Source: an optimization exercise on an open RTL-to-GDS flow (aim: small area). Production flows keep margins and buffers that such runs may drop. At most, simulation tests tie the RTL to the original design; equivalence was not proved. No functional check of the RTL was part of runs 1 to 3. No activity file was given, so power comes from the tool's default toggle rates.

==> design.v <==
module UART_FPGA(
	input clock,
	input reset,
	input baud_sel,
	input TXstart,
	input [7:0] TX_data_in,
	output TXbusy,
	output parity_error,
	output stop_bit_error,
	output [1:0] BAUD_RATE,
	output [6:0] segment_data,
	output [3:0] AN
	);
reg [13:0] lo;
wire lo_z = ~|lo[12:0];
wire lo_fb = lo[13] ^ lo[0] ^ lo[2] ^ lo[4] ^ lo_z;
wire hi_en = lo_z & ~lo[13];
always @(posedge clock or posedge reset)
	if (reset) lo <= 14'd0;
	else lo <= {lo[12:0], lo_fb};
reg [4:0] hi;
always @(posedge clock or posedge reset)
	if (reset) hi <= 5'd0;
	else hi <= hi ^ {&hi[3:0], &hi[2:0], &hi[1:0], hi[0], 1'b1} & {5{hi_en}};
wire tick = lo_z & lo[13] & (hi == 5'd0);
wire [1:0] k = {hi[1] ~^ hi[0], ~hi[0]};	 
localparam [2:0] WAIT_FOR_PRESS = 3'b000, PRESSED_1 = 3'b001, PRESSED_2 = 3'b010,
	PRESSED = 3'b011, WAIT_FOR_RELEASE = 3'b100, RELEASED_1 = 3'b101,
	RELEASED_2 = 3'b110, RELEASED = 3'b111;
reg [2:0] db_state, db_next;
always @(posedge clock or posedge reset)
	if (reset) db_state <= WAIT_FOR_PRESS;
	else db_state <= db_next;
always @(*) begin
	db_next = db_state;
	case (db_state)
		WAIT_FOR_PRESS: if (baud_sel) db_next = PRESSED_1;
		PRESSED_1: if (~baud_sel) db_next = WAIT_FOR_PRESS; else if (tick) db_next = PRESSED_2;
		PRESSED_2: if (~baud_sel) db_next = WAIT_FOR_PRESS; else if (tick) db_next = PRESSED;
		PRESSED: if (~baud_sel) db_next = WAIT_FOR_PRESS; else if (tick) db_next = WAIT_FOR_RELEASE;
		WAIT_FOR_RELEASE: if (~baud_sel) db_next = RELEASED_1;
		RELEASED_1: if (baud_sel) db_next = WAIT_FOR_RELEASE; else if (tick) db_next = RELEASED_2;
		RELEASED_2: if (baud_sel) db_next = WAIT_FOR_RELEASE; else if (tick) db_next = RELEASED;
		RELEASED: if (baud_sel) db_next = WAIT_FOR_RELEASE; else if (tick) db_next = WAIT_FOR_PRESS;
	endcase
end
wire press = (db_next == WAIT_FOR_RELEASE) & (db_state != WAIT_FOR_RELEASE);
reg [1:0] sel;
always @(posedge clock or posedge reset)
	if (reset) sel <= 2'd0;
	else sel <= sel ^ {sel[0] & press, press};
assign BAUD_RATE = sel;
reg [11:0] bc;
reg [11:0] bmod;
always @(*)
	case (sel)
		2'd0: bmod = 12'b001010110100;	 
		2'd1: bmod = 12'b110110010101;	 
		2'd2: bmod = 12'b011001010111;	 
		default: bmod = 12'b010101110100;	 
	endcase
wire btick = (bc == bmod);
wire bc_fb = bc[11] ^ bc[2] ^ bc[4] ^ bc[5] ^ ~|bc[10:0];
always @(posedge clock or posedge reset)
	if (reset) bc <= 12'd0;
	else if (btick) bc <= 12'd0;
	else bc <= {bc[10:0], bc_fb};
reg [3:0] bcount;
always @(posedge clock or posedge reset)
	if (reset) bcount <= 4'd0;
	else bcount <= bcount ^ {&bcount[2:0], &bcount[1:0], bcount[0], 1'b1} & {4{btick}};
wire next_bit = btick & (bcount == 4'd14);
localparam [3:0] F_IDLE = 4'd0;
localparam [3:0] F_START = 4'd1;
localparam [3:0] F_D1 = 4'd2;
localparam [3:0] F_D2 = 4'd3;
localparam [3:0] F_D3 = 4'd4;
localparam [3:0] F_D4 = 4'd5;
localparam [3:0] F_D5 = 4'd6;
localparam [3:0] F_D6 = 4'd7;
localparam [3:0] F_D7 = 4'd8;
localparam [3:0] F_D8 = 4'd9;
localparam [3:0] F_PAR = 4'd10;
localparam [3:0] F_STOP = 4'd11;
reg [3:0] f;
always @(posedge clock or posedge reset)
	if (reset) f <= F_IDLE;
	else if (next_bit)
		if (f == F_IDLE || f == F_STOP) f <= TXstart ? F_START : F_IDLE;
		else f <= f ^ {&f[2:0], &f[1:0], f[0], 1'b1};
assign TXbusy = (f != F_IDLE);
reg [7:0] txd;
always @(posedge clock or posedge reset)
	if (reset) txd <= 8'd0;
	else if (next_bit && f == F_START) txd <= TX_data_in;
reg [7:0] rxd;
always @(posedge clock or posedge reset)
	if (reset) rxd <= 8'd0;
	else if (f == F_IDLE || f == F_START) rxd <= txd;
assign parity_error = 1'b0;
assign stop_bit_error = 1'b0;
reg valid;	 
always @(posedge clock or posedge reset)
	if (reset) valid <= 1'b0;
	else valid <= 1'b1;
assign AN = {4{valid}} & ~(4'b0001 << k);
function [3:0] add3(input [3:0] d);
	add3 = {d[3] | d[2] & (d[1] | d[0]),
	        d[3] & d[0] | d[2] & ~d[1] & ~d[0],
	        d[1] & (d[0] | ~d[2]) | d[3] & ~d[0],
	        ~d[0] & (d[3] | d[2] & d[1]) | d[0] & ~d[2] & ~d[3]};
endfunction
reg [19:0] sh;
integer i;
always @(*) begin
	sh = {12'd0, rxd};
	for (i = 0; i < 8; i = i + 1) begin
		sh[11:8] = add3(sh[11:8]);
		sh[15:12] = add3(sh[15:12]);
		sh = sh << 1;
	end
end
wire [3:0] hund = sh[19:16], tens = sh[15:12], units = sh[11:8];
reg [3:0] d;
always @(*)
	case (k)
		2'd0: d = 4'd0;
		2'd1: d = hund;
		2'd2: d = tens;
		default: d = units;
	endcase
assign segment_data = {~d[0] & d[2] | d[0] & ~d[1] & ~d[2] & ~d[3],
                       d[2] & (d[0] ^ d[1]),
                       ~d[0] & d[1] & ~d[2],
                       ~d[0] & ~d[1] & d[2] | d[0] & d[1] & d[2] | d[0] & ~d[1] & ~d[2] & ~d[3],
                       d[0] | ~d[1] & d[2],
                       d[0] & d[1] | d[1] & ~d[2] | d[0] & ~d[2] & ~d[3],
                       d[0] & d[1] & d[2] | ~d[1] & ~d[2] & ~d[3]};
endmodule
==> flow/run.sh <==
#!/bin/bash
# Own layout flow: the standard flow (standard.sh) with
#  - synthesis: flow/my_synth.tcl (several ABC area scripts, the smallest result
#    kept; no adder extraction; same registers, names and cell types as the
#    standard synthesis)
#  - port buffers: buf_1 instead of clkdlybuf4s50_1
#  - CTS: clkbuf_4 clock buffers, no dummy loads
# Each tool's output is in orfs/logs/; make's own output in standard.log.
set -euo pipefail
FD=$(cd "$(dirname "${BASH_SOURCE[0]}")" && pwd)
bash standard.sh \
  SYNTH_SCRIPT=$FD/my_synth.tcl \
  ABC_AREA=1 \
  BUFFER_PORTS_ARGS="-buffer_cell sky130_fd_sc_hd__buf_1" \
  CTS_ARGS="-sink_clustering_enable -repair_clock_nets -buf_list sky130_fd_sc_hd__clkbuf_4 -root_buf sky130_fd_sc_hd__clkbuf_4 -sink_clustering_size 20 -dont_use_dummy_load" \
  finish > standard.log 2>&1
==> flow/abc_b3.script <==
strash
 dc2
 dch -f
 amap
 topo
==> flow/abc_b8.script <==
strash
 &get -n
 &deepsyn -T 30
 &put
 dch -f
 &get -n
 &nf -R 1000
 &put
 topo
==> flow/abc_c2.script <==
strash
 &get -n
 &deepsyn -T 30
 &put
 dch -f
 amap
 topo
==> flow/abc_d1.script <==
strash
 dc2
 if -K 6
 mfs2 -W 4 -M 5000
 strash
 &get -n
 &deepsyn -T 30
 &put
 dch -f
 amap
 topo
==> flow/abc_e3.script <==
strash
 &get -n
 &deepsyn -T 30 -S 1
 &put
 dch -f
 amap
 topo
==> flow/abc_e4.script <==
strash
 &get -n
 &deepsyn -T 30 -S 2
 &put
 dch -f
 amap
 topo
==> flow/abc_e5.script <==
strash
 &get -n
 &deepsyn -T 30 -S 3
 &put
 dch -f
 amap
 topo
==> flow/abc_g4.script <==
strash
 &get -n
 &deepsyn -T 120 -S 5
 &put
 dch -f
 amap
 topo
==> flow/my_synth.tcl <==
# The standard flow's synthesis script (synth_recipe.tcl) with two changes that touch only
# combinational logic: full/half adders are not extracted (ABC sees the adder
# logic as plain gates), and ABC is run with each script flow/abc_*.script,
# keeping the result with the smallest cell area. Registers, their names and
# cell types are those of the standard synthesis.
set my_flow_dir [file dirname [file normalize [info script]]]
proc synth {args} { yosys synth -nofsm -noshare {*}$args }
proc my_area {} {
  set lib [lindex $::env(LIB_FILES) 0]
  set s [tee -q -s result.string stat -liberty $lib]
  if { [regexp {Chip area for module [^:]*: ([0-9.]+)} $s -> a] } { return $a }
  return 1e30
}
proc abc {args} {
  global my_flow_dir
  set i [lsearch -exact $args -script]
  yosys design -save my_pre_abc
  set best 1e30
  foreach script [lsort [glob $my_flow_dir/abc_*.script]] {
    yosys design -load my_pre_abc
    set a $args
    lset a [expr { $i + 1 }] $script
    yosys abc {*}$a
    yosys opt_clean
    set area [my_area]
    puts "my_synth: [file tail $script]: area $area"
    if { $area < $best } {
      set best $area
      set best_script $script
      yosys design -save my_best_abc
    }
  }
  yosys design -load my_best_abc
  puts "my_synth: using [file tail $best_script] (area $best)"
}
proc extract_fa {args} { puts "extract_fa skipped" }
source $::env(SCRIPTS_DIR)/synth.tcl
# left out here: clear keep_hierarchy, flatten, clean up, hide names made inside functions, write 1_2_yosys.v
==> standard.sh <==
#!/bin/bash
# synth_recipe.tcl (not shown) runs the flow's synth.tcl, then flattens the netlist and writes it again
# the make line also repeats each setting of config.mk as NAME=value (left out here)
make -C /OpenROAD-flow-scripts/flow DESIGN_CONFIG=/design/flow/config.mk WORK_HOME=/design/flow/orfs CLKGATE_MAP_FILE= SYNTH_SCRIPT=/design/flow/synth_recipe.tcl "${@:-finish}"
==> config.mk <==
export PLATFORM = sky130hd
export DESIGN_NAME = UART_FPGA
export DESIGN_NICKNAME = UART_FPGA
export VERILOG_FILES = /design/flow/design.v
export SDC_FILE = /design/flow/constraint.sdc
export NUM_CORES = 4
export LEC_CHECK = 0
export CAP_MARGIN = 20
export CORE_MARGIN = 2
export CORE_UTILIZATION = 40
export SLEW_MARGIN = 20
==> constraint.sdc <==
create_clock -name core_clock -period 10.0 [get_ports {clock}]
set_input_delay 2.0000 -clock core_clock [delete_from_list [all_inputs] [get_ports {clock}]]
set_output_delay 2.0000 -clock core_clock [all_outputs]
set_load 0.01 [all_outputs]
==> impl_metrics.csv, run 1 <==
group,metric,value,unit
global_route,grt_pass1_wl,9000,um
power_and_ir_drop,pwr_density_cell,133,nW/um2
global_route,grt_max_degree,62,
power_and_ir_drop,ir_worst_vdd,0.0852,mV
drt,wl_per_cell,11.9,um
cells_and_area,fin_nets,342,
clocking,root_buffer,"clkbuf_4",
clocking,cts.repair.resized,0,
synthesis,yosys_warnings,1,
power_and_ir_drop,swShare,0.234,
floorplanning,io_pins,28,
cells_and_area,seqCellArea,1530,um2
clocking,clkTransAtPathRegs,0.09,ns
power_and_ir_drop,p_int,0.296,mW
synthesis,netlist_area,2670,um2
clocking,cts_max_path_buffers,2,
cells_and_area,finalNonFillerCells,405,
setup_path,cp.required,8.00,ns
drt,viasPerCell,5.12,
drt,vias,2072,
synthesis,yosys_register_bits,61,
sta,setup_tns,0,ns
sta,rsz0062_at_grt,"no",
sta,period_share,0.678,
floorplanning,die_area,7340,um2
setup_path,critical_path.max_fanout,4,
power_and_ir_drop,switching_power,0.0905,mW
sta,min_period,6.78,ns
setup_path,crit_type,"reg2out",
synthesis,synth_cells,295,
sta,finClkSkew,0.0251,ns
placement,place_inst,396,
power_and_ir_drop,p_clk_frac,0.300,
drt,drt-total-wl,4830,um
synthesis,ys_types,28,
floorplanning,die_y,85.7,um
clocking,cts_made_buffers,9,
global_route,antenna_found_initial,0,
synthesis,synth_area_leader_cell,"dfrtp_1",
synthesis,ys_top_cells_by_area,"dfrtp_1, nor2_1, clkinv_1",
drt,detail-route-antenna-nets,0,
power_and_ir_drop,comb_power_share,0.045,
setup_path,critical_path_arrival,4.78,ns
flow_run,max_cap_viol_count,0,
cells_and_area,antenna_cells,0,
setup_path,crit_path_start_kind,"flop",
sta,slew_violations,0,
cells_and_area,syn2layout_area_growth,9.38,%
cells_and_area,final_area,2920,um2
global_route,overflow,0,
placement,dp_hpwl,3490,um
setup_path,end_kind,"output port",
floorplanning,die_w,85.7,um
floorplanning,coreArea,6390,um2
setup_path,slowest_stage,"dfrtp_1",
placement,place_congestion,0.833,
sta,max_slew.worst_pin.slew,0.740,ns
drt,drc,0,
synthesis,ys_seq_area_frac,0.572,
placement,dpl_cell_area,2850,um2
synthesis,synth_edf_count,0,
floorplanning,core.rowCount,29,
cells_and_area,n_fill_cell,623,
worst_hold_path,hp-class,"reg2reg",
setup_path,path_cells,"clkinv_1, nor3_1, a21oi_1, o21ai_0, nor2b_1, nor2_1, a32oi_1, clkinv_1, o32ai_1, clkinv_1, o22ai_1, nor2_1, a311oi_1, nor2_1, o32ai_1, clkinv_1, nor2_1, a31oi_1, a21oi_1, nand2_1, o21ai_0, buf_1",
setup_path,crit_family,"compound AO/OA/AOI/OAI gates",
floorplanning,start_util,0.418,
synthesis,avgSynthCellArea,9.04,um2
status,run_status,"complete, no violations",
sta,hold_viol_final,0,
placement,numPortBuffers,25,
cells_and_area,multiInputGateArea,965,um2
clocking,cts_tree,"built",
global_route,grt_util_all_layers,0.157,
power_and_ir_drop,sequentialPowerShare,0.655,
drt,drt_iter0_drc,94,
sta,max_clock_freq,0.147,GHz
sta,relSlewSlack,0.507,
synthesis,synth_top_area_frac,0.572,
clocking,post_cts_buffers,0,
power_and_ir_drop,p_leak,1.22,nW
drt,drt_first_pass_iters,4,
global_route,first_global_vias,2032,
synthesis,async_flop_share,1.00,
setup_path,slowest_delay,0.40,ns
clocking,clk-insertion-delay-late,0.39,ns
cells_and_area,drive_gt1_frac,0.0335,
clocking,postCtsHoldBufs,0,
setup_path,cp_num_buf_inv,5,
clocking,cts_sinks,61,
sta,setup_viol_count_final,0,
clocking,htreeDepth,3,
synthesis,synthFlopType,"dfrtp_1",
-- per-stage QoR --
step                      utilization  total power [mW]  worst slack (ns)  hold WS (ns)
after floorplan                     -             0.269              4.14         0.354
after global placement          0.446             0.276              3.88         0.355
after detailed placement        0.446             0.276              3.67         0.362
after CTS                       0.457             0.392              3.21         0.374
after global routing            0.457             0.407              2.51         0.398
final                           0.457             0.387              3.22         0.375
-- sequential cells by signal (all words and copies together) (netlist names), 3 cells and up --
| name | count |
|---|---|
| bcount | 4 |
| db_state | 3 |
| hi | 5 |
| bc | 12 |
| f | 4 |
| txd | 8 |
| lo | 14 |
| rxd | 8 |
-- final timing paths --
check	startpoint	to	slack, ns	cells after the start
max	rxd[6]$_DFFE_PP0P_	segment_data[3]	3.22	22
min	lo[8]$_DFF_PP0_	lo[9]$_DFF_PP0_	0.37	0
max reg2reg	bc[5]$_DFF_PP0_	txd[4]$_DFFE_PP0P_	6.84	10
min reg2reg	lo[8]$_DFF_PP0_	lo[9]$_DFF_PP0_	0.37	0
max in group asynchronous	reset	bc[1]$_DFF_PP0_	7.70	3
min in group asynchronous	reset	bc[6]$_DFF_PP0_	1.78	3
-- power by group through the flow --
stage | combinational, mW | sequential (mW) | clock, mW
2_1_floorplan | 0.0105 | 0.259 | 0
3_3_place_gp | 0.0180 | 0.258 | 0
3_5_place_dp | 0.0180 | 0.258 | 0
4_1_cts | 0.0182 | 0.253 | 0.121
5_1_grt | 0.0206 | 0.254 | 0.133
6_report | 0.0175 | 0.253 | 0.116
-- cell usage in the layout, fill, tap and decap left out, drive strengths merged, types with 3 or more instances in the layout --
| cell | count |
|---|---|
| clkinv | 42 |
| nand2 | 13 |
| clkbuf | 9 |
| buf | 26 |
| dfrtp | 61 |
| conb | 3 |
| nor3 | 8 |
| o21ai | 14 |
| o32ai | 5 |
| a31oi | 4 |
| nor2b | 5 |
| nand3 | 3 |
| o22a | 12 |
| nor2 | 69 |
| nor4 | 5 |
| a21oi | 31 |
-- cell families after synthesis --
family / Yosys count / share of synthesized area
AND/OR/NAND/NOR: 108 / 0.172
flip-flops: 61 / 0.572
other: 2 / 0.00282
AO/OA/AOI/OAI: 78 / 0.186
buffers and inverters: 46 / 0.0675
-- synthesized netlist by cell type, drive strengths merged (3+ instances only) --
| library cell | number |
|---|---|
| dfrtp | 61 |
| clkinv | 43 |
| o22a | 12 |
| o32ai | 5 |
| nor2b | 5 |
| buf | 3 |
| nand3 | 3 |
| nor4 | 5 |
| nor2 | 69 |
| nand2 | 13 |
| a21oi | 31 |
| nor3 | 8 |
| o21ai | 14 |
| a31oi | 4 |
-- layout make-up --
| class | count | share of cell area |
|---|---|---|
| multi-input cells | 189 | 0.331 |
| repair buffers | 26 | 0.0347 |
| inverters | 43 | 0.0553 |
| clock buffers | 9 | 0.0232 |
| well taps | 77 | 0.0330 |
| flip-flops and latches | 61 | 0.523 |
-- layer usage --
metal	up-vias	global-route usage	wire (um)
li1	1078	-	-
met1	954	0.203	2420
met2	30	0.240	2150
met3	10	0.0443	159
met4	0	0.0808	101
met5	-	0	0
==> run 2: changes to the inputs <==
==> flow/abc_s10.script (new file) <==
strash
&get -n
&deepsyn -T 30 -S 10
&put
dch -f
amap
topo
==> flow/abc_s11.script (new file) <==
strash
&get -n
&deepsyn -T 30 -S 11
&put
dch -f
amap
topo
==> flow/abc_s4.script (new file) <==
strash
&get -n
&deepsyn -T 30 -S 4
&put
dch -f
amap
topo
==> flow/abc_s5.script (new file) <==
strash
&get -n
&deepsyn -T 30 -S 5
&put
dch -f
amap
topo
==> flow/abc_s6.script (new file) <==
strash
&get -n
&deepsyn -T 30 -S 6
&put
dch -f
amap
topo
==> flow/abc_s7.script (new file) <==
strash
&get -n
&deepsyn -T 30 -S 7
&put
dch -f
amap
topo
==> flow/abc_s8.script (new file) <==
strash
&get -n
&deepsyn -T 30 -S 8
&put
dch -f
amap
topo
==> flow/abc_s9.script (new file) <==
strash
&get -n
&deepsyn -T 30 -S 9
&put
dch -f
amap
topo
removed: flow/abc_b3.script
removed: flow/abc_d1.script
removed: flow/abc_g4.script
==> run 2 against run 1 <==
Net effect: still clean; combinational power about the same; first-iteration DRC count unchanged; synthesized area unchanged; utilization unchanged; synthesized cell count unchanged; clock skew unchanged; global-route usage unchanged.
==> impl_metrics.csv, run 2 <==
group,metric,value,unit
status,run_status,"complete, no violations",
setup_path,crit_type,"reg2out",
sta,setup_viol_count_final,0,
global_route,use_met3,0.0443,
setup_path,critical_path.max_fanout,4,
global_route,antenna_found_initial,0,
synthesis,synth_area_leader_cell,"dfrtp_1",
sta,min_period,6.78,ns
setup_path,critical_path_arrival,4.78,ns
synthesis,synth_top_area_frac,0.572,
global_route,busiest_layer,"met2",
setup_path,path_cells,"clkinv_1, nor3_1, a21oi_1, o21ai_0, nor2b_1, nor2_1, a32oi_1, clkinv_1, o32ai_1, clkinv_1, o22ai_1, nor2_1, a311oi_1, nor2_1, o32ai_1, clkinv_1, nor2_1, a31oi_1, a21oi_1, nand2_1, o21ai_0, buf_1",
clocking,post_cts_buffers,0,
floorplanning,die_area,7340,um2
synthesis,netlist_area,2670,um2
setup_path,slowest_delay,0.40,ns
clocking,cts_made_buffers,9,
drt,drt-total-wl,4830,um
flow_run,max_cap_viol_count,0,
global_route,grt_max_degree,62,
drt,vias,2072,
drt,drt_first_pass_iters,4,
synthesis,yosys_warnings,1,
drt,drc,0,
placement,place_congestion,0.833,
power_and_ir_drop,ir_worst_vdd,0.0852,mV
sta,setup_ws,3.22,ns
setup_path,end_kind,"output port",
cells_and_area,largest_register_ffs,14,
global_route,grt_util_all_layers,0.157,
setup_path,slowest_stage,"dfrtp_1",
sta,relSlewSlack,0.507,
synthesis,async_flop_share,1.00,
clocking,cts.repair.resized,0,
floorplanning,die_w,85.7,um
cells_and_area,fin_nets,342,
synthesis,ys_types,28,
global_route,grtUsageMet2,0.240,
synthesis,yosysMostFrequentCell,"nor2_1",
cells_and_area,syn2layout_area_growth,9.38,%
power_and_ir_drop,p_leak,1.22,nW
cells_and_area,final_cell_mix,"nor2_1, dfrtp_1, clkinv_1",
power_and_ir_drop,sequentialPowerShare,0.655,
power_and_ir_drop,switching_power,0.0905,mW
sta,max_slew.worst_pin.slew,0.740,ns
clocking,cts_tree,"built",
global_route,grtUsageMet1,0.203,
clocking,root_buffer,"clkbuf_4",
drt,drt_iter0_drc,94,
global_route,first_global_vias,2032,
clocking,postCtsHoldBufs,0,
cells_and_area,regMostFlops,"lo",
synthesis,synth_commonest_cells,"nor2_1, dfrtp_1, clkinv_1, a21oi_1, o21ai_0",
clocking,cts_max_path_buffers,2,
sta,rsz0062_at_grt,"no",
floorplanning,die_y,85.7,um
sta,setup_tns,0,ns
clocking,clkTransAtPathRegs,0.09,ns
sta,hold_viol_final,0,
setup_path,cp.required,8.00,ns
cells_and_area,top_regs,"lo x14, bc x12",
synthesis,avgSynthCellArea,9.04,um2
synthesis,synth_edf_count,0,
sta,hold_slack,0.375,ns
sta,period_share,0.678,
floorplanning,start_util,0.418,
floorplanning,core.rowCount,29,
worst_hold_path,hp-class,"reg2reg",
setup_path,crit_path_start_kind,"flop",
clocking,cts_sinks,61,
sta,slew_violations,0,
global_route,grt_pass1_wl,9000,um
cells_and_area,final_common_cell,"nor2_1",
global_route,overflow,0,
clocking,htreeDepth,3,
synthesis,ys_seq_area_frac,0.572,
clocking,clk-insertion-delay-late,0.39,ns
sta,finClkSkew,0.0251,ns
cells_and_area,antenna_cells,0,
synthesis,yosys_register_bits,61,
cells_and_area,drive_gt1_frac,0.0335,
cells_and_area,n_fill_cell,623,
floorplanning,io_pins,28,
power_and_ir_drop,p_int,0.296,mW
drt,detail-route-antenna-nets,0,
drt,viasPerCell,5.12,
sta,max_clock_freq,0.147,GHz
placement,numPortBuffers,25,
synthesis,synth_cells,295,
power_and_ir_drop,pwr_density_cell,133,nW/um2
power_and_ir_drop,comb_power_share,0.045,
drt,wl_per_cell,11.9,um
power_and_ir_drop,p_clk_frac,0.300,
power_and_ir_drop,swShare,0.234,
placement,dp_hpwl,3490,um
floorplanning,coreArea,6390,um2
synthesis,ys_top_cells_by_area,"dfrtp_1, nor2_1, clkinv_1",
placement,post-place-ws,3.67,ns
synthesis,synthFlopType,"dfrtp_1",
## run 2: cell counts after synthesis
Identical to the previous run, type by type.
## run 2: layer usage
layer | vias up | routed length (um)
li1 | 1078 | -
met1 | 954 | 2420
met2 | 30 | 2150
met3 | 10 | 159
met4 | 0 | 101
met5 | - | 0
## run 2: kinds of logic (layout without fill, tap and decap cells)
kind of cell	Yosys count	in the layout	synth area share
other cells	2	3	0.00282
simple gates	108	108	0.172
buf+inv	46	78	0.0675
compound gates	78	78	0.186
flops	61	61	0.572
## run 2: through the flow
step | cells | util | power (mW) | cell area, um2
4_1_cts | 405 | 0.457 | 0.392 | 2920
5_1_grt | 405 | 0.457 | 0.407 | 2920
6_report | 405 | 0.457 | 0.387 | 2920
3_3_place_gp | 396 | 0.446 | 0.276 | 2850
3_5_place_dp | 396 | 0.446 | 0.276 | 2850
2_1_floorplan | 296 | - | 0.269 | 2670
## run 2: worst paths after layout
path,startpoint,end,slack [ns],cells after the start
min reg2reg,lo[8]$_DFF_PP0_,lo[9]$_DFF_PP0_,0.37,0
min,lo[8]$_DFF_PP0_,lo[9]$_DFF_PP0_,0.37,0
max in group asynchronous,reset,bc[1]$_DFF_PP0_,7.70,3
min in group asynchronous,reset,bc[6]$_DFF_PP0_,1.78,3
max reg2reg,bc[5]$_DFF_PP0_,txd[4]$_DFFE_PP0P_,6.84,10
max,rxd[6]$_DFFE_PP0P_,segment_data[3],3.22,22
## run 2: power by group through the flow
stage | clock network, mW | registers, mW | logic, mW
detailed placement | 0 | 0.258 | 0.0180
floorplan | 0 | 0.259 | 0.0105
global placement | 0 | 0.258 | 0.0180
finish | 0.116 | 0.253 | 0.0175
global route | 0.133 | 0.254 | 0.0206
CTS | 0.121 | 0.253 | 0.0182
## run 2: area by class of cell
cell class | instances | area (um2) | area share
clock buffers | 9 | 67.6 | 0.0232
inverters | 43 | 161 | 0.0553
multi-input cells | 189 | 965 | 0.331
flip-flops and latches | 61 | 1530 | 0.523
well taps | 77 | 96.3 | 0.0330
repair buffers | 26 | 101 | 0.0347
## run 2: critical path, delay by kind of cell (launching register included)
family	cells	cell delay [ns]
compound gates	10	2.23
flops	1	0.40
simple gates	7	0.97
buf+inv	5	0.79
==> run 3: changes to the inputs <==
--- a/design.v
+++ b/design.v
@@ -18,33 +18,40 @@
 always @(posedge clock or posedge reset)
 	if (reset) lo <= 14'd0;
 	else lo <= {lo[12:0], lo_fb};
-reg [4:0] hi;
+reg [1:0] hg;
+reg [2:0] hb;
+wire hb_en = hi_en & hg[1] & ~hg[0];
 always @(posedge clock or posedge reset)
-	if (reset) hi <= 5'd0;
-	else hi <= hi ^ {&hi[3:0], &hi[2:0], &hi[1:0], hi[0], 1'b1} & {5{hi_en}};
-wire tick = lo_z & lo[13] & (hi == 5'd0);
-wire [1:0] k = {hi[1] ~^ hi[0], ~hi[0]};	 
-localparam [2:0] WAIT_FOR_PRESS = 3'b000, PRESSED_1 = 3'b001, PRESSED_2 = 3'b010,
-	PRESSED = 3'b011, WAIT_FOR_RELEASE = 3'b100, RELEASED_1 = 3'b101,
-	RELEASED_2 = 3'b110, RELEASED = 3'b111;
-reg [2:0] db_state, db_next;
+	if (reset) begin
+		hg <= 2'b00;
+		hb <= 3'd0;
+	end else begin
+		if (hi_en) hg <= {hg[0], ~hg[1]};
+		hb <= hb ^ {&hb[1:0], hb[0], 1'b1} & {3{hb_en}};
+	end
+wire tick = lo_z & lo[13] & (hg == 2'b00) & (hb == 3'd0);
+reg [1:0] k;
+always @(*)
+	case (hg)
+		2'b00: k = 2'd3;
+		2'b01: k = 2'd0;
+		2'b11: k = 2'd1;
+		default: k = 2'd2;
+	endcase
+reg db_side;
+reg [1:0] db_cnt;
+wire held = baud_sel ^ db_side;
+wire db_step = held & (tick | db_cnt == 2'd0);
 always @(posedge clock or posedge reset)
-	if (reset) db_state <= WAIT_FOR_PRESS;
-	else db_state <= db_next;
-always @(*) begin
-	db_next = db_state;
-	case (db_state)
-		WAIT_FOR_PRESS: if (baud_sel) db_next = PRESSED_1;
-		PRESSED_1: if (~baud_sel) db_next = WAIT_FOR_PRESS; else if (tick) db_next = PRESSED_2;
-		PRESSED_2: if (~baud_sel) db_next = WAIT_FOR_PRESS; else if (tick) db_next = PRESSED;
-		PRESSED: if (~baud_sel) db_next = WAIT_FOR_PRESS; else if (tick) db_next = WAIT_FOR_RELEASE;
-		WAIT_FOR_RELEASE: if (~baud_sel) db_next = RELEASED_1;
-		RELEASED_1: if (baud_sel) db_next = WAIT_FOR_RELEASE; else if (tick) db_next = RELEASED_2;
-		RELEASED_2: if (baud_sel) db_next = WAIT_FOR_RELEASE; else if (tick) db_next = RELEASED;
-		RELEASED: if (baud_sel) db_next = WAIT_FOR_RELEASE; else if (tick) db_next = WAIT_FOR_PRESS;
-	endcase
-end
-wire press = (db_next == WAIT_FOR_RELEASE) & (db_state != WAIT_FOR_RELEASE);
+	if (reset) begin
+		db_side <= 1'b0;
+		db_cnt <= 2'd0;
+	end else begin
+		if (~held) db_cnt <= 2'd0;
+		else if (db_step) db_cnt <= {db_cnt[1] ^ db_cnt[0], ~db_cnt[0]};
+		if (held & tick & (db_cnt == 2'd3)) db_side <= ~db_side;
+	end
+wire press = ~db_side & held & tick & (db_cnt == 2'd3) | db_side & ~held & (db_cnt != 2'd0);
 reg [1:0] sel;
 always @(posedge clock or posedge reset)
 	if (reset) sel <= 2'd0;
@@ -65,11 +72,11 @@
 	if (reset) bc <= 12'd0;
 	else if (btick) bc <= 12'd0;
 	else bc <= {bc[10:0], bc_fb};
-reg [3:0] bcount;
+reg [3:0] bq;
 always @(posedge clock or posedge reset)
-	if (reset) bcount <= 4'd0;
-	else bcount <= bcount ^ {&bcount[2:0], &bcount[1:0], bcount[0], 1'b1} & {4{btick}};
-wire next_bit = btick & (bcount == 4'd14);
+	if (reset) bq <= 4'd1;
+	else bq <= bq ^ {&bq[2:0], &bq[1:0], bq[0], 1'b1} & {4{btick}};
+wire next_bit = btick & (&bq);
 localparam [3:0] F_IDLE = 4'd0;
 localparam [3:0] F_START = 4'd1;
 localparam [3:0] F_D1 = 4'd2;
@@ -102,7 +109,7 @@
 reg valid;	 
 always @(posedge clock or posedge reset)
 	if (reset) valid <= 1'b0;
-	else valid <= 1'b1;
+	else valid <= ~reset;
 assign AN = {4{valid}} & ~(4'b0001 << k);
 function [3:0] add3(input [3:0] d);
 	add3 = {d[3] | d[2] & (d[1] | d[0]),
--- a/config.mk
+++ b/config.mk
@@ -7,5 +7,6 @@
 export LEC_CHECK = 0
 export CAP_MARGIN = 20
 export CORE_MARGIN = 2
-export CORE_UTILIZATION = 40
+export CORE_UTILIZATION = 60
+export PLACE_DENSITY = 0.75
 export SLEW_MARGIN = 20
==> run 3 against run 2 <==
Net effect: non-clock buffer count stayed put; via count is 0.43% higher; first-iteration DRC count is 49% higher; clock power hardly changed; final area is 0.94% lower.
==> impl_metrics.csv, run 3 <==
group,metric,value,unit
sta,finClkSkew,0.0404,ns
drt,drt-total-wl,4950,um
floorplanning,coreArea,4320,um2
sta,max_slew.worst_pin.slew,0.787,ns
setup_path,cp_num_buf_inv,4,
status,run_status,"complete, no violations",
setup_path,crit_family,"compound AO/OA/AOI/OAI gates",
floorplanning,start_util,0.618,
clocking,cts_made_buffers,9,
power_and_ir_drop,p_int,0.339,mW
global_route,overflow,0,
setup_path,critical_path_arrival,4.82,ns
synthesis,synth_commonest_cells,"nor2_1, dfrtp_1, clkinv_1, a21oi_1, nand2_1",
cells_and_area,final_common_cell,"nor2_1",
power_and_ir_drop,p_leak,1.25,nW
cells_and_area,syn2layout_area_growth,8.20,%
synthesis,async_flop_share,1.00,
synthesis,yosys_warnings,1,
floorplanning,die_w,70.7,um
synthesis,yosysMostFrequentCell,"nor2_1",
cells_and_area,regMostFlops,"lo",
synthesis,ys_seq_area_frac,0.572,
power_and_ir_drop,switching_power,0.130,mW
floorplanning,core.rowCount,24,
sta,min_period,6.82,ns
sta,rsz0062_at_grt,"no",
global_route,first_global_vias,2083,
power_and_ir_drop,pwr_density_cell,162,nW/um2
global_route,grt_max_degree,63,
sta,setup_tns,0,ns
worst_hold_path,hp-class,"reg2reg",
clocking,cts_max_path_buffers,2,
sta,hold_viol_final,0,
clocking,cts_tree,"built",
flow_run,max_cap_viol_count,0,
power_and_ir_drop,ir_worst_vdd,0.117,mV
synthesis,netlist_area,2670,um2
cells_and_area,antenna_cells,0,
drt,drt_iter0_drc,140,
synthesis,synth_cells,288,
power_and_ir_drop,total_power,0.469,mW
drt,detail-route-antenna-nets,0,
setup_path,crit_type,"reg2out",
clocking,clkTransAtPathRegs,0.12,ns
sta,setup_viol_count_final,0,
cells_and_area,final_core_util,0.668,
cells_and_area,final_cell_mix,"nor2_1, dfrtp_1, clkinv_1",
synthesis,synthFlopType,"dfrtp_1",
global_route,grt_util_all_layers,0.227,
clocking,cts_sinks,61,
drt,drc,0,
setup_path,path_cells,"clkinv_1, nor2_1, nand2_1, o21ai_0, nand2_1, o32a_1, a31oi_1, nor2_1, a21oi_1, clkinv_1, nor2_1, a31oi_1, o32ai_1, o21ai_0, a222oi_1, clkinv_1, o22ai_1, or2_0, o21ai_0, buf_1",
sta,slew_violations,0,
power_and_ir_drop,swShare,0.278,
synthesis,ys_types,34,
floorplanning,die_area,5000,um2
clocking,post_cts_buffers,0,
placement,place_congestion,0.855,
cells_and_area,top_regs,"lo x14, bc x12",
setup_path,critical_path.max_fanout,7,
floorplanning,die_y,70.7,um
synthesis,synth_area_leader_cell,"dfrtp_1",
setup_path,end_kind,"output port",
setup_path,cp.required,8.00,ns
drt,wl_per_cell,13.3,um
clocking,clk-insertion-delay-late,0.41,ns
drt,viasPerCell,5.58,
synthesis,yosys_register_bits,61,
setup_path,slowest_delay,0.77,ns
synthesis,ys_top_cells_by_area,"dfrtp_1, nor2_1, a21oi_1",
clocking,cts.repair.resized,0,
power_and_ir_drop,p_clk_frac,0.242,
setup_path,slowest_stage,"a222oi_1",
power_and_ir_drop,comb_power_share,0.138,
global_route,antenna_found_initial,0,
synthesis,synth_edf_count,0,
cells_and_area,largest_register_ffs,14,
sta,relSlewSlack,0.476,
sta,max_clock_freq,0.147,GHz
placement,dp_hpwl,3620,um
cells_and_area,fin_nets,335,
placement,numPortBuffers,25,
power_and_ir_drop,sequentialPowerShare,0.620,
sta,period_share,0.682,
clocking,htreeDepth,3,
global_route,grt_pass1_wl,8920,um
floorplanning,io_pins,28,
synthesis,synth_top_area_frac,0.562,
drt,vias,2081,
clocking,postCtsHoldBufs,0,
synthesis,avgSynthCellArea,9.28,um2
drt,drt_first_pass_iters,5,
cells_and_area,drive_gt1_frac,0.0374,
setup_path,crit_path_start_kind,"flop",
clocking,root_buffer,"clkbuf_4",
[run 3: path summary, 6_finish.rpt]
| kind | from | to | slack (ns) | depth (start not counted) |
|---|---|---|---|---|
| min in group asynchronous | reset | lo[10]$_DFF_PP0_ | 1.76 | 3 |
| setup reg to reg | bc[5]$_DFF_PP0_ | txd[3]$_DFFE_PP0P_ | 6.40 | 11 |
| hold reg to reg | lo[7]$_DFF_PP0_ | lo[8]$_DFF_PP0_ | 0.34 | 0 |
| setup / recovery | rxd[3]$_DFFE_PP0P_ | segment_data[3] | 3.18 | 20 |
| hold / removal | lo[7]$_DFF_PP0_ | lo[8]$_DFF_PP0_ | 0.34 | 0 |
| max in group asynchronous | reset | bc[3]$_DFF_PP0_ | 7.71 | 3 |
[run 3: worst reg2reg max path: stages (launching register included)]
cell and delay (ns):
dfrtp_1 0.42, clkinv_1 0.10, nor2_1 0.04, o41ai_1 0.32, nand3b_1 0.14, nor2b_1 0.62
and3_1 0.33, and3_1 0.22, nand2_1 0.12, nor2_1 0.50, clkinv_1 0.40, o22a_1 0.27
[run 3: logic make-up (layout without fill, tap and decap cells)]
group                  Yosys count  after routing  synth area share
other                            1              2           0.00140
DFF                             61             61             0.572
AOI/OAI and AO/OA               74             74             0.183
and+or+nand+nor                117            117             0.192
buffers and inverters           35             67            0.0520
[run 3: area by class of cell]
| type | count | area (um2) |
|---|---|---|
| clock buffers | 9 | 67.6 |
| fillers | 368 | 1430 |
| inverters | 32 | 120 |
| multi-input cells | 193 | 1010 |
| flip-flops and latches | 61 | 1530 |
| well taps | 52 | 65.1 |
| repair buffers | 26 | 101 |
[run 3: metal layers]
| metal | track usage | share of wire |
|---|---|---|
| met1 | 0.297 | 0.47 |
| met2 | 0.353 | 0.46 |
| met5 | 0 | 0 |
| met3 | 0.0769 | 0.054 |
| met4 | 0.0901 | 0.0087 |
[run 3: per-stage QoR]
| stage | hold slack [ns] | std cells | area (um2) | setup WS (ns) |
|---|---|---|---|---|
| floorplan | 0.354 | 289 | 2680 | 4.31 |
| global placement | 0.360 | 364 | 2820 | 3.91 |
| detailed placement | 0.365 | 364 | 2820 | 3.65 |
| CTS | 0.338 | 373 | 2890 | 3.19 |
| global route | 0.360 | 373 | 2890 | 2.56 |
| finish | 0.337 | 373 | 2890 | 3.18 |
[run 3: power groups by stage]
stage               Clock, mW  Sequential (mW)  Combinational, mW
floorplan                   0            0.291             0.0516
global placement            0            0.295             0.0632
detailed placement          0            0.295             0.0649
CTS                     0.118            0.291             0.0658
global route            0.127            0.294             0.0766
finish                  0.114            0.291             0.0649
==> run 4: changes to the inputs <==
--- a/design.v
+++ b/design.v
@@ -109,7 +109,7 @@
 reg valid;	 
 always @(posedge clock or posedge reset)
 	if (reset) valid <= 1'b0;
-	else valid <= ~reset;
+	else valid <= 1'b1;
 assign AN = {4{valid}} & ~(4'b0001 << k);
 function [3:0] add3(input [3:0] d);
 	add3 = {d[3] | d[2] & (d[1] | d[0]),
--- a/config.mk
+++ b/config.mk
@@ -7,6 +7,5 @@
 export LEC_CHECK = 0
 export CAP_MARGIN = 20
 export CORE_MARGIN = 2
-export CORE_UTILIZATION = 60
-export PLACE_DENSITY = 0.75
+export CORE_UTILIZATION = 40
 export SLEW_MARGIN = 20
==> run 4 against run 3 <==
Net effect: via count down 2.0%; still clean; power down 16%; sequential share of layout area down 0.21 points; highest routed layer unchanged; utilization down 21 points.
==> impl_metrics.csv, run 4 <==
group,metric,value,unit
status,run_status,"complete, no violations",
synthesis,synth_cells,288,
setup_path,r2r_slack,6.52,ns
global_route,antenna_found_initial,0,
drt,viasPerCell,5.12,
global_route,first_global_vias,1927,
floorplanning,die_y,85.4,um
synthesis,ys_top_cells_by_area,"dfrtp_1, nor2_1, clkinv_1",
drt,drt_iter0_drc,134,
worst_hold_path,hold_path_end,"lo[9]$_DFF_PP0_",
setup_path,slowest_stage,"dfrtp_1",
floorplanning,start_util,0.415,
synthesis,synth_area_leader_cell,"dfrtp_1",
cells_and_area,multiInputGateArea,943,um2
clocking,root_buffer,"clkbuf_4",
setup_path,critical_path.max_fanout,5,
drt,vias,2039,
global_route,overflow,0,
setup_path,crit_path_start_kind,"flop",
synthesis,yosysMostFrequentCell,"dfrtp_1",
clocking,postCtsHoldBufs,0,
synthesis,synth_commonest_cells,"dfrtp_1, nor2_1, clkinv_1, a21oi_1",
drt,drt_first_pass_iters,4,
setup_path,crit_type,"reg2out",
global_route,use_met3,0.0350,
synthesis,yosys_register_bits,61,
setup_path,end_kind,"output port",
setup_path,crit_family,"simple AND/OR/NAND/NOR gates",
cells_and_area,drive_gt1_frac,0.0374,
clocking,cts_tree,"built",
floorplanning,die_w,85.4,um
sta,finClkSkew,0.0190,ns
cells_and_area,syn2layout_area_growth,9.44,%
setup_path,path_cells,"or2_0, nor2_1, nor3_1, a311oi_1, clkinv_1, nand2_1, nor2_1, o21ai_0, clkinv_1, nand2_1, a21oi_1, o22ai_1, clkinv_1, nor2_1, a31oi_1, or3_1, o21ai_0, buf_1",
synthesis,ys_seq_area_frac,0.576,
sta,setup_viol_count_final,0,
clocking,cts_sinks,61,
cells_and_area,top_regs,"lo x14, bc x12",
synthesis,avgSynthCellArea,9.21,um2
sta,rsz0062_at_grt,"no",
cells_and_area,final_area,2900,um2
cells_and_area,seqCellArea,1530,um2
clocking,cts_made_buffers,9,
clocking,clkTransAtPathRegs,0.10,ns
floorplanning,coreArea,6390,um2
clocking,cts_max_path_buffers,2,
power_and_ir_drop,p_leak,1.21,nW
cells_and_area,regMostFlops,"lo",
global_route,grt_max_degree,62,
cells_and_area,antenna_cells,0,
setup_path,slowest_delay,0.43,ns
sta,min_period,6.04,ns
sta,period_share,0.604,
sta,relSlewSlack,0.482,
clocking,cts.repair.resized,0,
cells_and_area,largest_register_ffs,14,
sta,hold_viol_final,0,
synthesis,netlist_area,2650,um2
placement,post-place-ws,4.39,ns
placement,place_inst,389,
global_route,grtUsageMet1,0.201,
synthesis,ys_types,32,
global_route,grt_util_all_layers,0.150,
flow_run,max_cap_viol_count,0,
placement,dp_hpwl,3650,um
synthesis,synthFlopType,"dfrtp_1",
power_and_ir_drop,total_power,0.395,mW
setup_path,r2r-end,"txd[3]$_DFFE_PP0P_",
cells_and_area,final_common_cell,"dfrtp_1",
synthesis,synth_edf_count,0,
cells_and_area,finalNonFillerCells,398,
global_route,grt_pass1_wl,8600,um
placement,numPortBuffers,25,
drt,detail-route-antenna-nets,0,
placement,dpl_cell_area,2830,um2
synthesis,yosys_warnings,1,
sta,max_slew.worst_pin.slew,0.777,ns
floorplanning,die_area,7300,um2
sta,setup_ws,3.96,ns
sta,slew_violations,0,
setup_path,cp_num_buf_inv,4,
setup_path,cp.depth,18,
global_route,busiest_layer,"met2",
cells_and_area,n_fill_cell,647,
setup_path,critical_path_arrival,4.04,ns
cells_and_area,fin_nets,335,
floorplanning,io_pins,28,
placement,place_congestion,0.843,
power_and_ir_drop,pwr_density_cell,136,nW/um2
power_and_ir_drop,ir_worst_vdd,0.0756,mV
drt,drc,0,
worst_hold_path,min_from,"lo[8]$_DFF_PP0_",
synthesis,synth_top_area_frac,0.566,
clocking,htreeDepth,3,
sta,max_clock_freq,0.165,GHz
synthesis,async_flop_share,1.00,
clocking,clk-insertion-delay-late,0.38,ns
setup_path,reg2reg_from,"sel[0]$_DFF_PP0_",
drt,wl_per_cell,12.7,um
sta,setup_tns,0,ns
worst_hold_path,hold_depth,0,
drt,drt-total-wl,5040,um
worst_hold_path,hp-class,"reg2reg",
floorplanning,core.rowCount,29,
cells_and_area,final_cell_mix,"dfrtp_1, nor2_1, clkinv_1",
clocking,post_cts_buffers,0,
global_route,grtUsageMet2,0.224,
setup_path,rr_worst_depth,14,
setup_path,cp.required,8.00,ns
[run 4: changes by cell type after synthesis, moves of 4 or more]
cell / change
clkinv_1: +12
nor2_1: -9
o21ai_0: +5
nor3_1: -4
o22ai_1: +4
[run 4: cell type report]
cell class,instances,share of cell area
sequential,61,0.527
multi-input combinational,181,0.325
inverter,44,0.0569
timing repair buffer,26,0.0349
tap,77,0.0332
clock buffer,9,0.0233
[run 4: power breakdown]
part           leakage [nW]  total, mW  switching [mW]  internal (mW)
registers             0.768      0.254         0.00440          0.249
logic                 0.396     0.0224          0.0146        0.00781
clock network        0.0414      0.118          0.0765         0.0418
[run 4: per-layer routing]
layer / vias up / wire, um
met3: 9 / 235
met2: 40 / 2260
met1: 945 / 2470
li1: 1045 / -
met4: 0 / 75
met5: - / 0
[run 4: how the worst max path moves through the flow]
stage | from | end | slack [ns]
after floorplan | rxd[7]$_DFFE_PP0P_ | segment_data[3] | 4.89
after global placement | rxd[7]$_DFFE_PP0P_ | segment_data[6] | 4.56
after detailed placement | rxd[6]$_DFFE_PP0P_ | segment_data[6] | 4.39
after CTS | rxd[7]$_DFFE_PP0P_ | segment_data[6] | 3.94
after global routing | rxd[7]$_DFFE_PP0P_ | segment_data[3] | 3.46
final | rxd[7]$_DFFE_PP0P_ | segment_data[6] | 3.96
[run 4: per-stage QoR]
step	hold slack [ns]	utilization
after floorplan	0.354	-
after global placement	0.359	0.444
after detailed placement	0.361	0.444
after CTS	0.369	0.454
after global routing	0.369	0.454
final	0.372	0.454
[run 4: cells by family after synthesis]
group           after synthesis  share of synthesized area
simple gates                 99                      0.162
other cells                   2                    0.00283
compound gates               79                      0.190
flops                        61                      0.576
buf+inv                      47                     0.0694
[run 4: worst reg2reg max path, delay by kind of cell, from the launching register on]
family,cells,cell delay (ns)
compound gates,4,0.78
simple gates,7,1.53
buf+inv,3,0.63
flops,1,0.41
==> run 5: changes to the inputs <==
==> flow/abc_s12.script (new file) <==
strash
&get -n
&deepsyn -T 30 -S 12
&put
dch -f
amap
topo
==> flow/abc_s13.script (new file) <==
strash
&get -n
&deepsyn -T 30 -S 13
&put
dch -f
amap
topo
==> flow/abc_s14.script (new file) <==
strash
&get -n
&deepsyn -T 30 -S 14
&put
dch -f
amap
topo
==> flow/abc_s15.script (new file) <==
strash
&get -n
&deepsyn -T 30 -S 15
&put
dch -f
amap
topo
==> flow/abc_s16.script (new file) <==
strash
&get -n
&deepsyn -T 30 -S 16
&put
dch -f
amap
topo
==> flow/abc_s17.script (new file) <==
strash
&get -n
&deepsyn -T 30 -S 17
&put
dch -f
amap
topo
==> flow/abc_s18.script (new file) <==
strash
&get -n
&deepsyn -T 30 -S 18
&put
dch -f
amap
topo
==> flow/abc_s19.script (new file) <==
strash
&get -n
&deepsyn -T 30 -S 19
&put
dch -f
amap
topo
==> run 5 against run 4 <==
Net effect: clock skew unchanged; cell count stayed put; count of clock-buffer cells in the layout unchanged; die area is the same; utilization is the same; clock power about the same; worst setup slack did not move; global-route usage unchanged; synthesized cell count unchanged; register-to-register slack barely moved; worst hold slack did not move; critical path depth stayed put; critical endpoint unchanged; largest cell class unchanged.
==> impl_metrics.csv, run 5 <==
group,metric,value,unit
status,run_status,"complete, no violations",
clocking,htreeDepth,3,
synthesis,synth_area_leader_cell,"dfrtp_1",
sta,setup_viol_count_final,0,
drt,drt_iter0_drc,134,
sta,hold_viol_final,0,
cells_and_area,multiInputGateArea,943,um2
floorplanning,die_y,85.4,um
global_route,first_global_vias,1927,
setup_path,slowest_delay,0.43,ns
synthesis,ys_seq_area_frac,0.576,
worst_hold_path,hp-class,"reg2reg",
power_and_ir_drop,comb_power_share,0.057,
clocking,clk-insertion-delay-late,0.38,ns
synthesis,ys_top_cells_by_area,"dfrtp_1, nor2_1, clkinv_1",
global_route,antenna_found_initial,0,
sta,hold_slack,0.372,ns
clocking,cts_tree,"built",
clocking,cts_sinks,61,
clocking,root_buffer,"clkbuf_4",
floorplanning,die_w,85.4,um
global_route,grt_util_all_layers,0.150,
floorplanning,io_pins,28,
synthesis,netlist_area,2650,um2
drt,wl_per_cell,12.7,um
synthesis,synth_commonest_cells,"dfrtp_1, nor2_1, clkinv_1, a21oi_1",
synthesis,ys_types,32,
sta,setup_tns,0,ns
cells_and_area,fin_nets,335,
synthesis,synth_edf_count,0,
sta,max_clock_freq,0.165,GHz
global_route,grt_max_degree,62,
placement,numPortBuffers,25,
drt,vias,2039,
synthesis,yosys_register_bits,61,
synthesis,async_flop_share,1.00,
power_and_ir_drop,switching_power,0.0955,mW
power_and_ir_drop,pwr_density_cell,136,nW/um2
cells_and_area,seqCellArea,1530,um2
drt,drt-total-wl,5040,um
setup_path,crit_path_start_kind,"flop",
synthesis,synth_cells,288,
drt,drt_first_pass_iters,4,
floorplanning,coreArea,6390,um2
synthesis,synthFlopType,"dfrtp_1",
setup_path,critical_path_arrival,4.04,ns
global_route,grt_pass1_wl,8600,um
clocking,clkTransAtPathRegs,0.10,ns
sta,rsz0062_at_grt,"no",
clocking,cts_max_path_buffers,2,
synthesis,synth_top_area_frac,0.566,
sta,finClkSkew,0.0190,ns
cells_and_area,syn2layout_area_growth,9.44,%
cells_and_area,largest_register_ffs,14,
setup_path,crit_type,"reg2out",
setup_path,cp.required,8.00,ns
cells_and_area,top_regs,"lo x14, bc x12",
floorplanning,start_util,0.415,
cells_and_area,drive_gt1_frac,0.0374,
sta,max_slew.worst_pin.slew,0.777,ns
sta,relSlewSlack,0.482,
power_and_ir_drop,p_int,0.299,mW
sta,min_period,6.04,ns
cells_and_area,antenna_cells,0,
flow_run,max_cap_viol_count,0,
drt,detail-route-antenna-nets,0,
cells_and_area,final_common_cell,"dfrtp_1",
power_and_ir_drop,p_leak,1.21,nW
setup_path,slowest_stage,"dfrtp_1",
setup_path,path_cells,"or2_0, nor2_1, nor3_1, a311oi_1, clkinv_1, nand2_1, nor2_1, o21ai_0, clkinv_1, nand2_1, a21oi_1, o22ai_1, clkinv_1, nor2_1, a31oi_1, or3_1, o21ai_0, buf_1",
floorplanning,die_area,7300,um2
setup_path,end_kind,"output port",
drt,viasPerCell,5.12,
cells_and_area,final_cell_mix,"dfrtp_1, nor2_1, clkinv_1",
placement,place_congestion,0.843,
cells_and_area,n_fill_cell,647,
synthesis,yosysMostFrequentCell,"dfrtp_1",
synthesis,avgSynthCellArea,9.21,um2
setup_path,critical_path.max_fanout,5,
cells_and_area,regMostFlops,"lo",
floorplanning,core.rowCount,29,
synthesis,yosys_warnings,1,
clocking,cts_made_buffers,9,
placement,dp_hpwl,3650,um
drt,drc,0,
global_route,overflow,0,
sta,period_share,0.604,
clocking,postCtsHoldBufs,0,
power_and_ir_drop,sequentialPowerShare,0.643,
clocking,cts.repair.resized,0,
power_and_ir_drop,swShare,0.242,
sta,slew_violations,0,
power_and_ir_drop,p_clk_frac,0.300,
power_and_ir_drop,ir_worst_vdd,0.0756,mV
clocking,post_cts_buffers,0,
## run 5: cell counts after synthesis
No cell type changed its count.
## run 5: final cells by class
| class | instances | share of cell area |
|---|---|---|
| clock buffers | 9 | 0.0233 |
| inverters | 44 | 0.0569 |
| multi-input cells | 181 | 0.325 |
| flip-flops and latches | 61 | 0.527 |
| well taps | 77 | 0.0332 |
| repair buffers | 26 | 0.0349 |
## run 5: kinds of logic (layout without fill, tap and decap cells)
group | Yosys count | after routing | share of synthesized area
and+or+nand+nor | 99 | 99 | 0.162
AOI/OAI and AO/OA | 79 | 79 | 0.190
DFF | 61 | 61 | 0.576
buffers and inverters | 47 | 79 | 0.0694
other | 2 | 3 | 0.00283
## run 5: critical path: cells and delay by family, from the launching register on
family,cells,cell delay [ns]
flops,1,0.43
compound gates,6,1.23
buf+inv,4,0.65
simple gates,8,1.35
## run 5: path summary, 6_finish.rpt
path | cells past startpoint | end | start | slack (ns)
worst max register to register | 14 | txd[3]$_DFFE_PP0P_ | sel[0]$_DFF_PP0_ | 6.52
max in group asynchronous | 3 | f[0]$_DFFE_PP0P_ | reset | 7.69
worst min register to register | 0 | lo[9]$_DFF_PP0_ | lo[8]$_DFF_PP0_ | 0.37
worst min-delay path | 0 | lo[9]$_DFF_PP0_ | lo[8]$_DFF_PP0_ | 0.37
min in group asynchronous | 3 | lo[1]$_DFF_PP0_ | reset | 1.80
worst max-delay path | 18 | segment_data[6] | rxd[7]$_DFFE_PP0P_ | 3.96
## run 5: per-layer routing
layer  vias up  part of all wire  GRT usage
li1       1045                 -          -
met1       945              0.49      0.201
met5         -                 0          0
met3         9             0.047     0.0350
met4         0             0.015     0.0851
met2        40              0.45      0.224
## run 5: power by group through the flow
stage / clock network [mW] / registers (mW) / logic (mW)
3_5_place_dp: 0 / 0.259 / 0.0232
2_1_floorplan: 0 / 0.259 / 0.0147
4_1_cts: 0.125 / 0.254 / 0.0233
6_report: 0.118 / 0.254 / 0.0224
5_1_grt: 0.134 / 0.254 / 0.0265
3_3_place_gp: 0 / 0.258 / 0.0229
## run 5: metrics by stage
| step | setup slack (ns) | instances | cell area [um2] | utilization | power, mW |
|---|---|---|---|---|---|
| 6_report | 3.96 | 398 | 2900 | 0.454 | 0.395 |
| 5_1_grt | 3.46 | 398 | 2900 | 0.454 | 0.415 |
| 4_1_cts | 3.94 | 398 | 2900 | 0.454 | 0.402 |
| 3_5_place_dp | 4.39 | 389 | 2830 | 0.444 | 0.282 |
| 3_3_place_gp | 4.56 | 389 | 2830 | 0.444 | 0.281 |
| 2_1_floorplan | 4.89 | 289 | 2660 | - | 0.274 |
==> run 6: changes to the inputs <==
==> flow/abc_b3.script (new file) <==
strash
 dc2
 dch -f
 amap
 topo
==> flow/abc_d1.script (new file) <==
strash
 dc2
 if -K 6
 mfs2 -W 4 -M 5000
 strash
 &get -n
 &deepsyn -T 30
 &put
 dch -f
 amap
 topo
==> flow/abc_g4.script (new file) <==
strash
 &get -n
 &deepsyn -T 120 -S 5
 &put
 dch -f
 amap
 topo
removed: flow/abc_s10.script
removed: flow/abc_s11.script
removed: flow/abc_s12.script
removed: flow/abc_s13.script
removed: flow/abc_s14.script
removed: flow/abc_s15.script
removed: flow/abc_s16.script
removed: flow/abc_s17.script
removed: flow/abc_s18.script
removed: flow/abc_s19.script
removed: flow/abc_s4.script
removed: flow/abc_s5.script
removed: flow/abc_s6.script
removed: flow/abc_s7.script
removed: flow/abc_s8.script
removed: flow/abc_s9.script
==> run 6 against run 5 <==
Net effect: still clean; wire length fell by 5.4%; combinational power fell by 8%; sequential share of layout area fell by 0.14 points; clock skew rose by 0.00064 ns; first-iteration DRC count fell by 46%; critical path depth rose by 1; utilization rose by 0.12 points; die area rose by 0.27%; worst setup slack got worse by 0.22 ns; synthesized area rose by 0.28%; largest cell class unchanged; largest power group unchanged; highest routed layer unchanged.
==> impl_metrics.csv, run 6 <==
group,metric,value,unit
clocking,clk-insertion-delay-late,0.39,ns
power_and_ir_drop,sequentialPowerShare,0.649,
global_route,grt_util_all_layers,0.148,
cells_and_area,top_regs,"lo x14, bc x12",
setup_path,end_kind,"output port",
synthesis,synth_top_area_frac,0.565,
synthesis,ys_types,38,
power_and_ir_drop,p_leak,1.23,nW
cells_and_area,fin_nets,331,
clocking,htreeDepth,3,
synthesis,async_flop_share,1.00,
clocking,postCtsHoldBufs,0,
floorplanning,start_util,0.416,
placement,dpl_cell_area,2840,um2
power_and_ir_drop,p_clk_frac,0.298,
cells_and_area,final_cell_mix,"nor2_1, dfrtp_1, clkinv_1",
cells_and_area,final_area,2910,um2
cells_and_area,regMostFlops,"lo",
sta,hold_viol_final,0,
synthesis,ys_seq_area_frac,0.575,
floorplanning,io_pins,28,
drt,viasPerCell,5.18,
sta,slew_violations,0,
clocking,post_cts_buffers,0,
drt,drc,0,
power_and_ir_drop,comb_power_share,0.053,
clocking,cts_tree,"built",
synthesis,synth_cells,284,
power_and_ir_drop,ir_worst_vdd,0.0800,mV
cells_and_area,largest_register_ffs,14,
synthesis,yosys_warnings,1,
power_and_ir_drop,swShare,0.234,
sta,max_slew.worst_pin.slew,0.737,ns
clocking,clkTransAtPathRegs,0.10,ns
sta,relSlewSlack,0.509,
global_route,grt_max_degree,62,
cells_and_area,syn2layout_area_growth,9.41,%
synthesis,netlist_area,2660,um2
synthesis,ys_top_cells_by_area,"dfrtp_1, nor2_1, clkinv_1",
worst_hold_path,hp-class,"reg2reg",
power_and_ir_drop,total_power,0.389,mW
sta,setup_viol_count_final,0,
cells_and_area,drive_gt1_frac,0.0379,
clocking,root_buffer,"clkbuf_4",
drt,drt_iter0_drc,73,
synthesis,yosys_register_bits,61,
global_route,first_global_vias,1938,
placement,dp_hpwl,3450,um
global_route,grt_pass1_wl,8420,um
synthesis,synth_area_leader_cell,"dfrtp_1",
synthesis,synth_commonest_cells,"dfrtp_1, nor2_1, clkinv_1, o21ai_0",
synthesis,synth_edf_count,0,
floorplanning,die_area,7320,um2
setup_path,critical_path.max_fanout,7,
setup_path,crit_type,"reg2out",
setup_path,crit_path_start_kind,"flop",
sta,finClkSkew,0.0196,ns
power_and_ir_drop,p_int,0.298,mW
drt,wl_per_cell,12.1,um
sta,min_period,6.27,ns
drt,detail-route-antenna-nets,0,
power_and_ir_drop,pwr_density_cell,134,nW/um2
floorplanning,die_y,85.5,um
drt,drt-total-wl,4770,um
cells_and_area,final_core_util,0.456,
synthesis,synthFlopType,"dfrtp_1",
sta,max_clock_freq,0.160,GHz
drt,drt_first_pass_iters,4,
placement,numPortBuffers,25,
clocking,cts.repair.resized,0,
floorplanning,die_w,85.5,um
sta,rsz0062_at_grt,"no",
power_and_ir_drop,switching_power,0.0910,mW
clocking,cts_sinks,61,
global_route,overflow,0,
status,run_status,"complete, no violations",
cells_and_area,antenna_cells,0,
sta,setup_tns,0,ns
flow_run,max_cap_viol_count,0,
synthesis,avgSynthCellArea,9.36,um2
drt,vias,2040,
floorplanning,core.rowCount,29,
global_route,antenna_found_initial,0,
placement,place_congestion,0.824,
sta,period_share,0.627,
floorplanning,coreArea,6390,um2
setup_path,critical_path_arrival,4.27,ns
cells_and_area,n_fill_cell,621,
clocking,cts_made_buffers,9,
setup_path,cp.required,8.00,ns
clocking,cts_max_path_buffers,2,
run 6: path summary, 6_finish.rpt:
kind	from	to	slack, ns	cells after the start
max	rxd[7]$_DFFE_PP0P_	segment_data[5]	3.73	19
min	lo[3]$_DFF_PP0_	lo[4]$_DFF_PP0_	0.37	0
max reg2reg	bc[10]$_DFF_PP0_	txd[4]$_DFFE_PP0P_	6.09	14
min reg2reg	lo[3]$_DFF_PP0_	lo[4]$_DFF_PP0_	0.37	0
max in group asynchronous	reset	txd[5]$_DFFE_PP0P_	7.71	3
min in group asynchronous	reset	hb[2]$_DFF_PP0_	1.79	3
run 6: cell families (layout without fill, tap and decap cells):
kind of cell / count (synthesis) / after routing / share of synthesized area
buffers and inverters: 41 / 73 / 0.0607
other: 2 / 3 / 0.00282
AND/OR/NAND/NOR: 107 / 107 / 0.177
flip-flops: 61 / 61 / 0.575
AO/OA/AOI/OAI: 73 / 73 / 0.184
run 6: metrics by stage:
stage          cells  hold WS, ns  setup slack [ns]
2_1_floorplan    285        0.354              4.65
3_3_place_gp     385        0.361              4.34
3_5_place_dp     385        0.361              4.19
4_1_cts          394        0.371              3.73
5_1_grt          394        0.369              3.27
6_report         394        0.372              3.73
run 6: power groups by stage:
| stage | registers (mW) | clock network, mW | logic [mW] |
|---|---|---|---|
| floorplan | 0.258 | 0 | 0.0130 |
| global placement | 0.258 | 0 | 0.0212 |
| detailed placement | 0.257 | 0 | 0.0213 |
| CTS | 0.253 | 0.123 | 0.0214 |
| global route | 0.253 | 0.137 | 0.0244 |
| finish | 0.253 | 0.116 | 0.0206 |
run 6: critical path: stages, from the launching register on:
cell and delay, ns:
dfrtp_1 0.47, nand2_1 0.11, nor2_1 0.06, or2_0 0.24, o21ai_0 0.36, o21ai_0 0.23
o21ai_0 0.39, clkinv_1 0.16, o221ai_1 0.20, o21ai_0 0.13, or4_1 0.40, o311ai_0 0.10
nand3_1 0.20, nor2_1 0.18, nor2_1 0.09, clkinv_1 0.08, or2_0 0.12, o21ai_0 0.11
nor2_1 0.10, buf_1 0.15
run 6: layout make-up:
class / count / area, um2 / area share
Multi-Input combinational cell: 183 / 973 / 0.335
Tap cell: 77 / 96.3 / 0.0331
Inverter: 38 / 143 / 0.0490
Sequential cell: 61 / 1530 / 0.525
Timing Repair Buffer: 26 / 101 / 0.0348
Clock buffer: 9 / 67.6 / 0.0232
run 6: routing by layer:
layer / share of wire / global-route usage
met5: 0 / 0
met4: 0.0050 / 0.0433
met3: 0.053 / 0.0664
met2: 0.47 / 0.232
met1: 0.47 / 0.187
==> run 7: changes to the inputs <==
--- a/flow/run.sh
+++ b/flow/run.sh
@@ -12,5 +12,5 @@
   SYNTH_SCRIPT=$FD/my_synth.tcl \
   ABC_AREA=1 \
   BUFFER_PORTS_ARGS="-buffer_cell sky130_fd_sc_hd__buf_1" \
-  CTS_ARGS="-sink_clustering_enable -repair_clock_nets -buf_list sky130_fd_sc_hd__clkbuf_4 -root_buf sky130_fd_sc_hd__clkbuf_4 -sink_clustering_size 20 -dont_use_dummy_load" \
+  CTS_ARGS="-sink_clustering_enable -repair_clock_nets -buf_list sky130_fd_sc_hd__clkbuf_2 -root_buf sky130_fd_sc_hd__clkbuf_4 -sink_clustering_size 20 -dont_use_dummy_load" \
   finish > standard.log 2>&1
--- a/config.mk
+++ b/config.mk
@@ -7,5 +7,6 @@
 export LEC_CHECK = 0
 export CAP_MARGIN = 20
 export CORE_MARGIN = 2
-export CORE_UTILIZATION = 40
+export CORE_UTILIZATION = 60
+export PLACE_DENSITY = 0.75
 export SLEW_MARGIN = 20
==> run 7 against run 6 <==
Net effect: still clean; non-clock buffer count unchanged; worst hold slack worse by 0.0011 ns; power down 1.7%; die area down 32%; register-to-register slack worse by 0.07 ns; critical endpoint is now segment_data[0]; highest routed layer unchanged.
==> impl_metrics.csv, run 7 <==
group,metric,value,unit
synthesis,yosys_register_bits,61,
sta,finClkSkew,0.0384,ns
global_route,grt_util_all_layers,0.211,
synthesis,yosys_warnings,1,
setup_path,end_kind,"output port",
drt,drc,0,
floorplanning,die_y,70.5,um
setup_path,slowest_stage,"a222oi_1",
setup_path,crit_family,"compound AO/OA/AOI/OAI gates",
sta,setup_viol_count_final,0,
clocking,cts_tree,"built",
power_and_ir_drop,p_leak,1.26,nW
cells_and_area,fin_nets,332,
sta,relSlewSlack,0.495,
floorplanning,die_area,4970,um2
drt,dr_wl_met2,2080,um
cells_and_area,antenna_cells,0,
floorplanning,start_util,0.618,
floorplanning,coreArea,4290,um2
floorplanning,core.rowCount,24,
drt,top_layer,"met4",
clocking,root_buffer,"clkbuf_4",
flow_run,max_cap_viol_count,0,
power_and_ir_drop,ir_worst_vdd,0.0866,mV
floorplanning,io_pins,28,
synthesis,async_flop_share,1.00,
cells_and_area,seqCellArea,1530,um2
clocking,cts.repair.resized,0,
cells_and_area,top_regs,"lo x14, bc x12",
global_route,overflow,0,
synthesis,synth_top_area_frac,0.566,
drt,vias,2006,
global_route,first_global_vias,1916,
synthesis,avgSynthCellArea,9.31,um2
placement,dp_hpwl,3290,um
cells_and_area,drive_gt1_frac,0.0377,
setup_path,path_cells,"clkinv_1, nor3_1, nor2_1, clkinv_1, nand2_1, o21ai_0, o311ai_0, o22ai_1, nor2_1, a21o_1, a222oi_1, clkinv_1, nand2_1, o21ai_0, or2_0, o21ai_0, buf_1",
power_and_ir_drop,pwr_density_cell,133,nW/um2
clocking,cts_sinks,61,
drt,wl_met3,172,um
synthesis,synth_edf_count,0,
cells_and_area,finalNonFillerCells,370,
cells_and_area,final_common_cell,"nor2_1",
sta,min_period,6.20,ns
synthesis,synth_cells,285,
synthesis,synth_commonest_cells,"nor2_1, dfrtp_1, clkinv_1, nand2_1, a21oi_1",
clocking,cts_made_buffers,9,
cells_and_area,final_core_util,0.669,
setup_path,slowest_delay,0.45,ns
synthesis,netlist_area,2650,um2
drt,drt_iter0_drc,103,
setup_path,critical_path.max_fanout,7,
status,run_status,"complete, no violations",
global_route,grt_max_degree,62,
synthesis,yosysMostFrequentCell,"nor2_1",
synthesis,synthFlopType,"dfrtp_1",
setup_path,cp_num_buf_inv,4,
sta,setup_tns,0,ns
sta,rsz0062_at_grt,"no",
placement,place_inst,361,
synthesis,ys_top_cells_by_area,"dfrtp_1, nor2_1, clkinv_1",
clocking,clk-insertion-delay-late,0.39,ns
synthesis,ys_seq_area_frac,0.576,
setup_path,crit_type,"reg2out",
drt,detail-route-antenna-nets,0,
cells_and_area,final_cell_mix,"nor2_1, dfrtp_1, clkinv_1",
setup_path,cp.required,8.00,ns
sta,period_share,0.620,
floorplanning,die_w,70.5,um
cells_and_area,regMostFlops,"lo",
placement,place_congestion,0.858,
## run 7: final cells by class
type	instances	share of cell area
clock buffers	9	0.0235
flip-flops and latches	61	0.532
well taps	52	0.0227
multi-input cells	183	0.336
inverters	39	0.0510
repair buffers	26	0.0353
## run 7: logic make-up after synthesis
logic type      count (synthesis)  share of synthesized area
compound gates                 68                      0.172
buf+inv                        42                     0.0623
flops                          61                      0.576
other cells                     2                    0.00283
simple gates                  112                      0.187
## run 7: worst paths after layout
kind,endpoint,from,slack [ns],cells past startpoint
setup / recovery,segment_data[0],rxd[5]$_DFFE_PP0P_,3.80,17
hold / removal,lo[10]$_DFF_PP0_,lo[9]$_DFF_PP0_,0.37,0
setup reg to reg,txd[3]$_DFFE_PP0P_,bc[2]$_DFF_PP0_,6.02,13
hold reg to reg,lo[10]$_DFF_PP0_,lo[9]$_DFF_PP0_,0.37,0
max in group asynchronous,rxd[1]$_DFFE_PP0P_,reset,7.69,3
min in group asynchronous,lo[1]$_DFF_PP0_,reset,1.79,3
## run 7: metrics by stage
stage	setup slack (ns)	area [um2]	power, mW	hold slack, ns
CTS	3.81	2870	0.388	0.374
finish	3.80	2870	0.383	0.371
detailed placement	4.27	2800	0.276	0.362
floorplan	4.79	2660	0.269	0.354
global placement	4.51	2800	0.275	0.359
global route	3.23	2870	0.401	0.363
## run 7: report_power, final
part           total [mW]  internal, mW  switching [mW]
combinational      0.0169       0.00566          0.0112
sequential          0.254         0.250         0.00400
clock               0.112        0.0417          0.0705
total               0.383         0.297          0.0857
## run 7: routing by layer
metal | vias to the layer above | track usage
met3 | 4 | 0.0577
met5 | - | 0
li1 | 1039 | -
met1 | 929 | 0.266
met2 | 34 | 0.329
met4 | 0 | 0.118

Check on run 7: ideal ports give 3.799 ns setup slack; a clkbuf_16 on the clock port and buf_2 on the inputs give 3.772 ns; moving port delays by the midpoint clock arrival (0.397 ns) as well gives 4.169 ns.
